What follows belongs to an exercise in optimizing a design on an open flow for small area; a production flow would make more cautious choices.
The RTL was checked by simulation tests, not by an equivalence proof against the original design.
Power and IR drop assume default switching activity.

Setup of the reference run:
==> flow/design.v <==
module connect4(
    input clk,
    input reset,
    input right,
    input left,
    input enter,
    output h_sync,
    output v_sync,
    output [3:0] red,
    output [3:0] green,
    output [3:0] blue,
    output [1:0] win
    );
    integer c, r;
    reg q1, q2;
    wire change = q2 & ~q1;
    wire sel = ~q2 & q1;
    wire won;
    always @(posedge clk or posedge reset)
        if (reset) begin
            q1 <= 1'b0; q2 <= 1'b0;
        end else begin
            q1 <= (~q1 & enter) | (q1 & ~enter) | (q2 & ~q1);
            q2 <= (~q2 & q1 & enter) | (q2 & ~q1 & won) | (q2 & q1 & ~enter);
        end
    reg player;
    always @(posedge clk or posedge reset)
        if (reset) player <= 1'b0;
        else if (change) player <= ~player;
    reg [2:0] A;
    always @(posedge clk or posedge reset)
        if (reset) A <= 3'd0;
        else if (sel) begin
            if (right & ~left) A <= (A == 3'd6) ? 3'd0 : A + 3'd1;
            else if (left & ~right) A <= (A == 3'd0) ? 3'd6 : A - 3'd1;
        end
    reg [6:0] bd [0:6];
    reg F, W;
    reg [5:0] occ [0:6];
    reg [5:0] M [0:6];
    always @(*)
        for (c = 0; c < 7; c = c + 1)
            for (r = 0; r < 6; r = r + 1) begin
                occ[c][r] = |(bd[c] >> (r + 1));
                M[c][r] = occ[c][r] & (bd[c][r] ^ player);
            end
    wire drop = change & ~F;
    always @(posedge clk or posedge reset)
        if (reset) begin
            for (c = 0; c < 7; c = c + 1) bd[c] <= 7'b0000001;
        end else begin
            for (c = 0; c < 7; c = c + 1)
                if (drop && A == c) begin
                    if (~occ[c][0]) bd[c][0] <= player;
                    for (r = 1; r < 6; r = r + 1)
                        if (~occ[c][r]) bd[c][r] <= bd[c][r] ? player : bd[c][r-1];
                    bd[c][6] <= bd[c][6] | bd[c][5];
                end
        end
    wire wm =
        (M[0][2] & M[0][3] & ((M[0][1] & (M[0][0] | M[0][4])) | (M[0][4] & M[0][5]))) |
        (M[1][2] & M[1][3] & ((M[1][1] & (M[1][0] | M[1][4])) | (M[1][4] & M[1][5]))) |
        (M[2][2] & M[2][3] & ((M[2][1] & (M[2][0] | M[2][4])) | (M[2][4] & M[2][5]))) |
        (M[3][2] & M[3][3] & ((M[3][1] & (M[3][0] | M[3][4])) | (M[3][4] & M[3][5]))) |
        (M[4][2] & M[4][3] & ((M[4][1] & (M[4][0] | M[4][4])) | (M[4][4] & M[4][5]))) |
        (M[5][2] & M[5][3] & ((M[5][1] & (M[5][0] | M[5][4])) | (M[5][4] & M[5][5]))) |
        (M[6][2] & M[6][3] & ((M[6][1] & (M[6][0] | M[6][4])) | (M[6][4] & M[6][5]))) |
        (M[3][0] & ((M[2][0] & ((M[1][0] & (M[0][0] | M[4][0])) | (M[4][0] & M[5][0]))) | (M[4][0] & M[5][0] & M[6][0]))) |
        (M[3][1] & ((M[2][1] & ((M[1][1] & (M[0][1] | M[4][1])) | (M[4][1] & M[5][1]))) | (M[4][1] & M[5][1] & M[6][1]))) |
        (M[3][2] & ((M[2][2] & ((M[1][2] & (M[0][2] | M[4][2])) | (M[4][2] & M[5][2]))) | (M[4][2] & M[5][2] & M[6][2]))) |
        (M[3][3] & ((M[2][3] & ((M[1][3] & (M[0][3] | M[4][3])) | (M[4][3] & M[5][3]))) | (M[4][3] & M[5][3] & M[6][3]))) |
        (M[3][4] & ((M[2][4] & ((M[1][4] & (M[0][4] | M[4][4])) | (M[4][4] & M[5][4]))) | (M[4][4] & M[5][4] & M[6][4]))) |
        (M[3][5] & ((M[2][5] & ((M[1][5] & (M[0][5] | M[4][5])) | (M[4][5] & M[5][5]))) | (M[4][5] & M[5][5] & M[6][5]))) |
        (M[0][2] & M[1][3] & M[2][4] & M[3][5]) |
        (M[1][2] & M[2][3] & M[3][4] & (M[0][1] | M[4][5])) |
        (M[2][2] & M[3][3] & ((M[1][1] & (M[0][0] | M[4][4])) | (M[4][4] & M[5][5]))) |
        (M[3][2] & M[4][3] & ((M[2][1] & (M[1][0] | M[5][4])) | (M[5][4] & M[6][5]))) |
        (M[3][1] & M[4][2] & M[5][3] & (M[2][0] | M[6][4])) |
        (M[3][0] & M[4][1] & M[5][2] & M[6][3]) |
        (M[0][3] & M[1][2] & M[2][1] & M[3][0]) |
        (M[1][3] & M[2][2] & M[3][1] & (M[0][4] | M[4][0])) |
        (M[2][3] & M[3][2] & ((M[1][4] & (M[0][5] | M[4][1])) | (M[4][1] & M[5][0]))) |
        (M[3][3] & M[4][2] & ((M[2][4] & (M[1][5] | M[5][1])) | (M[5][1] & M[6][0]))) |
        (M[3][4] & M[4][3] & M[5][2] & (M[2][5] | M[6][1])) |
        (M[3][5] & M[4][4] & M[5][3] & M[6][2]);
    assign won = F | wm;
    assign win = {won, F ? W : (wm & ~player)};
    always @(posedge clk or posedge reset)
        if (reset) begin
            F <= 1'b0; W <= 1'b0;
        end else if (~F) begin
            F <= wm; W <= ~player;
        end
    reg [1:0] s;
    wire pe = ~s[1] & s[0];
    reg [2:0] k;
    reg [6:0] o;
    reg [2:0] j;
    reg [6:0] u;
    wire oz = (o == 7'd0);
    wire uz = (u == 7'd0);
    wire hwrap = (k == 3'd7) & oz;
    reg [6:0] ol, ul;
    always @(*) begin
        case (k)
            3'd7, 3'd1, 3'd3: ol = 7'd91;
            3'd0, 3'd2, 3'd4: ol = 7'd90;
            3'd5: ol = 7'd127;
            default: ol = 7'd122;
        endcase
        case (j)
            3'd7, 3'd0, 3'd2, 3'd4: ul = 7'd68;
            3'd1, 3'd3: ul = 7'd67;
            3'd5: ul = 7'd66;
            default: ul = 7'd45;
        endcase
    end
    always @(posedge clk or posedge reset)
        if (reset) begin
            s <= 2'b00; k <= 3'd7; o <= 7'd0; j <= 3'd7; u <= 7'd1;
        end else begin
            s <= {s[0], ~s[1]};
            if (pe) begin
                if (oz) begin
                    k <= k + 3'd1; o <= ol;
                end else
                    o <= o - 7'd1;
                if (hwrap) begin
                    if (uz) begin
                        j <= j + 3'd1; u <= ul;
                    end else
                        u <= u - 7'd1;
                end
            end
        end
    assign h_sync = ~(((k == 3'd6) & (o <= 7'd21)) | ((k == 3'd7) & (o >= 7'd49)));
    assign v_sync = ~((j == 3'd7) & ((u == 7'd34) | (u == 7'd35)));
    wire cellx = ((k <= 3'd5) & (o >= 7'd2)) | ((k == 3'd6) & (o >= 7'd39));
    wire vl = (k <= 3'd5) & (o <= 7'd1);
    wire xb = ((k == 3'd6) & (o == 7'd38)) | hwrap;
    wire hl = ((j <= 3'd5) & (u <= 7'd1)) | ((j >= 3'd6) & uz);
    wire rowon = (j <= 3'd5) & (u >= 7'd2);
    wire cur = (j == 3'd6) & ~uz;
    wire yg = (j != 3'd0);
    reg [6:0] kc;
    reg selb, selo;
    always @(*) begin
        kc = 7'd0;
        for (c = 0; c < 7; c = c + 1)
            kc = kc | ({7{k == c}} & bd[c]);
        selb = 1'b0; selo = 1'b0;
        for (r = 0; r < 6; r = r + 1)
            if (j == r) begin
                selb = kc[r];
                selo = |(kc >> (r + 1));
            end
    end
    wire curs = cur & cellx & (k == A);
    wire white = xb | (vl & yg) | hl;
    wire cellon = cellx & rowon;
    wire cred = F ? W : (selo & selb);
    wire cblue = F ? ~W : (selo & ~selb);
    wire nR = white | (cellon & cred) | (curs & player);
    wire nB = white | (cellon & cblue) | (curs & ~player);
    reg cR, cB;
    always @(posedge clk or posedge reset)
        if (reset) begin
            cR <= 1'b0; cB <= 1'b0;
        end else if (pe) begin
            cR <= nR; cB <= nB;
        end
    assign red = {4{cR}};
    assign blue = {4{cB}};
    assign green = {4{cR & cB}};
endmodule
export LEC_CHECK = 0
export CAP_MARGIN = 20
export CORE_MARGIN = 2
export CORE_UTILIZATION = 75
export SLEW_MARGIN = 20
create_clock -name core_clock -period 10.0 [get_ports {clk}]
standard.sh (not shown) runs the stock make flow with config.mk's settings and CLKGATE_MAP_FILE= SYNTH_SCRIPT=/design/flow/synth_recipe.tcl, a recipe that flattens the netlist after the stock synthesis.
==> flow/flow/run.sh <==
#!/bin/bash
# Own layout flow: the standard ORFS flow (standard.sh) with a different
# logic synthesis step:
#  - Yosys's half/full adder extraction is off (ha/fa cells marked don't-use),
#    so all logic is mapped by ABC;
#  - ABC runs the area-oriented script flow/abc_area.script;
#  - no insbuf buffers between output ports; clock tree of clkbuf_8 without
#    dummy loads; port buffers are buf_1.
# Everything else (floorplan, power grid, placement, CTS, routing) is the
# standard flow unchanged. Each tool's output goes to a log in this folder.
set -euo pipefail
HERE=$(pwd)
FLOWDIR=$HERE/flow

# synthesis script: ORFS's synth.tcl with the ABC script swapped
sed "s|log_cmd abc {\*}\$abc_args|set abc_args [lreplace \$abc_args 1 1 $FLOWDIR/abc_area.script]\n  log_cmd abc {*}\$abc_args|" \
    "$FLOW_HOME/scripts/synth.tcl" > "$HERE/synth_custom.tcl"
grep -q "abc_area.script" "$HERE/synth_custom.tcl"
# wrapper, as synth_recipe.tcl does it (synth -nofsm -noshare, flatten, rename)
sed "s|source \$::env(SCRIPTS_DIR)/synth.tcl|source $HERE/synth_custom.tcl|" synth_recipe.tcl > "$HERE/my_synth.tcl"
grep -q "synth_custom.tcl" "$HERE/my_synth.tcl"

cp config.mk "$HERE/my_config.mk"
echo "export DONT_USE_CELLS = sky130_fd_sc_hd__ha_1 sky130_fd_sc_hd__ha_2 sky130_fd_sc_hd__ha_4 sky130_fd_sc_hd__fa_1 sky130_fd_sc_hd__fa_2 sky130_fd_sc_hd__fa_4" >> "$HERE/my_config.mk"
# no buffers between output ports that carry the same signal (each port still
# gets its own port buffer at placement)
echo "export SYNTH_INSBUF = 0" >> "$HERE/my_config.mk"
# port buffers: one buf_1 on every input and output port
echo "export BUFFER_PORTS_ARGS = -inputs -outputs -buffer_cell sky130_fd_sc_hd__buf_1" >> "$HERE/my_config.mk"
# clock tree: clkbuf_8 buffers, no dummy loads
echo "export CTS_ARGS = -sink_clustering_enable -repair_clock_nets -buf_list sky130_fd_sc_hd__clkbuf_8 -root_buf sky130_fd_sc_hd__clkbuf_8 -dont_use_dummy_load" >> "$HERE/my_config.mk"

sed -e "s|DESIGN_CONFIG=[^ ]*|DESIGN_CONFIG=$HERE/my_config.mk|" \
    -e "s|SYNTH_SCRIPT=[^ ]*|SYNTH_SCRIPT=$HERE/my_synth.tcl|" standard.sh > "$HERE/my_standard.sh"
grep -q "my_synth.tcl" "$HERE/my_standard.sh"

bash "$HERE/my_standard.sh" > "$HERE/orfs_flow.log" 2>&1
==> flow/flow/abc_area.script <==
&get -n
&st
&deepsyn -J 100 -T 600
&dch -f
&nf -a -R 1000 -F 16 -A 16 -C 32
&put
#### Input delta (the trial run over the reference run)
- CORE_UTILIZATION: 75 -> 60
Notes after the runs:
- Between the reference run and the trial run, initial standard-cell utilization of the core is higher for the reference run, the trial run comes in under that.
- Summary: with the reference run as the reference, total power in the trial run moved up slightly.
- Against the reference run, final period demand of the worst path in the trial run came out worse.
- Compared with the reference run, in the trial run largest vdd supply drop moved up, power density of the placed cells held, first-pass iteration count of the detailed router moved down.
- Measured against the trial run, the floorplan die height of the reference run comes out at 0.899 times the reference value.
- Sort the reference run and the trial run by total core area asc -> top: the reference run
- In the tables for the reference run and the trial run, number of signal-net buffers in the layout reads higher with the trial run.
- Relative to the reference run, die width has gone up in the trial run.
- The trial run against the reference run; total via count in the routed design is down by a few percent.
- The start point of the critical path comes out bd[4][4] in one run and bd[1][6] in the other, namely in the trial run and the reference run respectively.

==> separate check: timing with driven ports <==
No port has a modelled driver above. Below, the same layouts with a new extraction and two added sets of constraints.
Step 1: set_driving_cell puts a clkbuf_16 on clk and a buf_2 on each other input, an assumption about the parent block.
Step 2 times the ports against the registers' clock, not the clock port: input delays grow and output delays shrink by t, the midpoint of the rising clock arrivals with the driver on.
Three values: no drivers, after step 1, after step 2; two values: the first two.
run | t, ns | slack for setup (ns) | worst setup path at the end | latest minus earliest clock arrival (ns) | worst register clock-pin slew, ns
the reference run | 0.370 | 4.172 / 4.140 / 4.510 | register to output | 0.034 / 0.034 | 0.08 / 0.08
the trial run | 0.375 | 4.111 / 4.073 / 4.448 | register to output | 0.025 / 0.026 | 0.09 / 0.09
After both steps setup and hold are still met in every run listed.
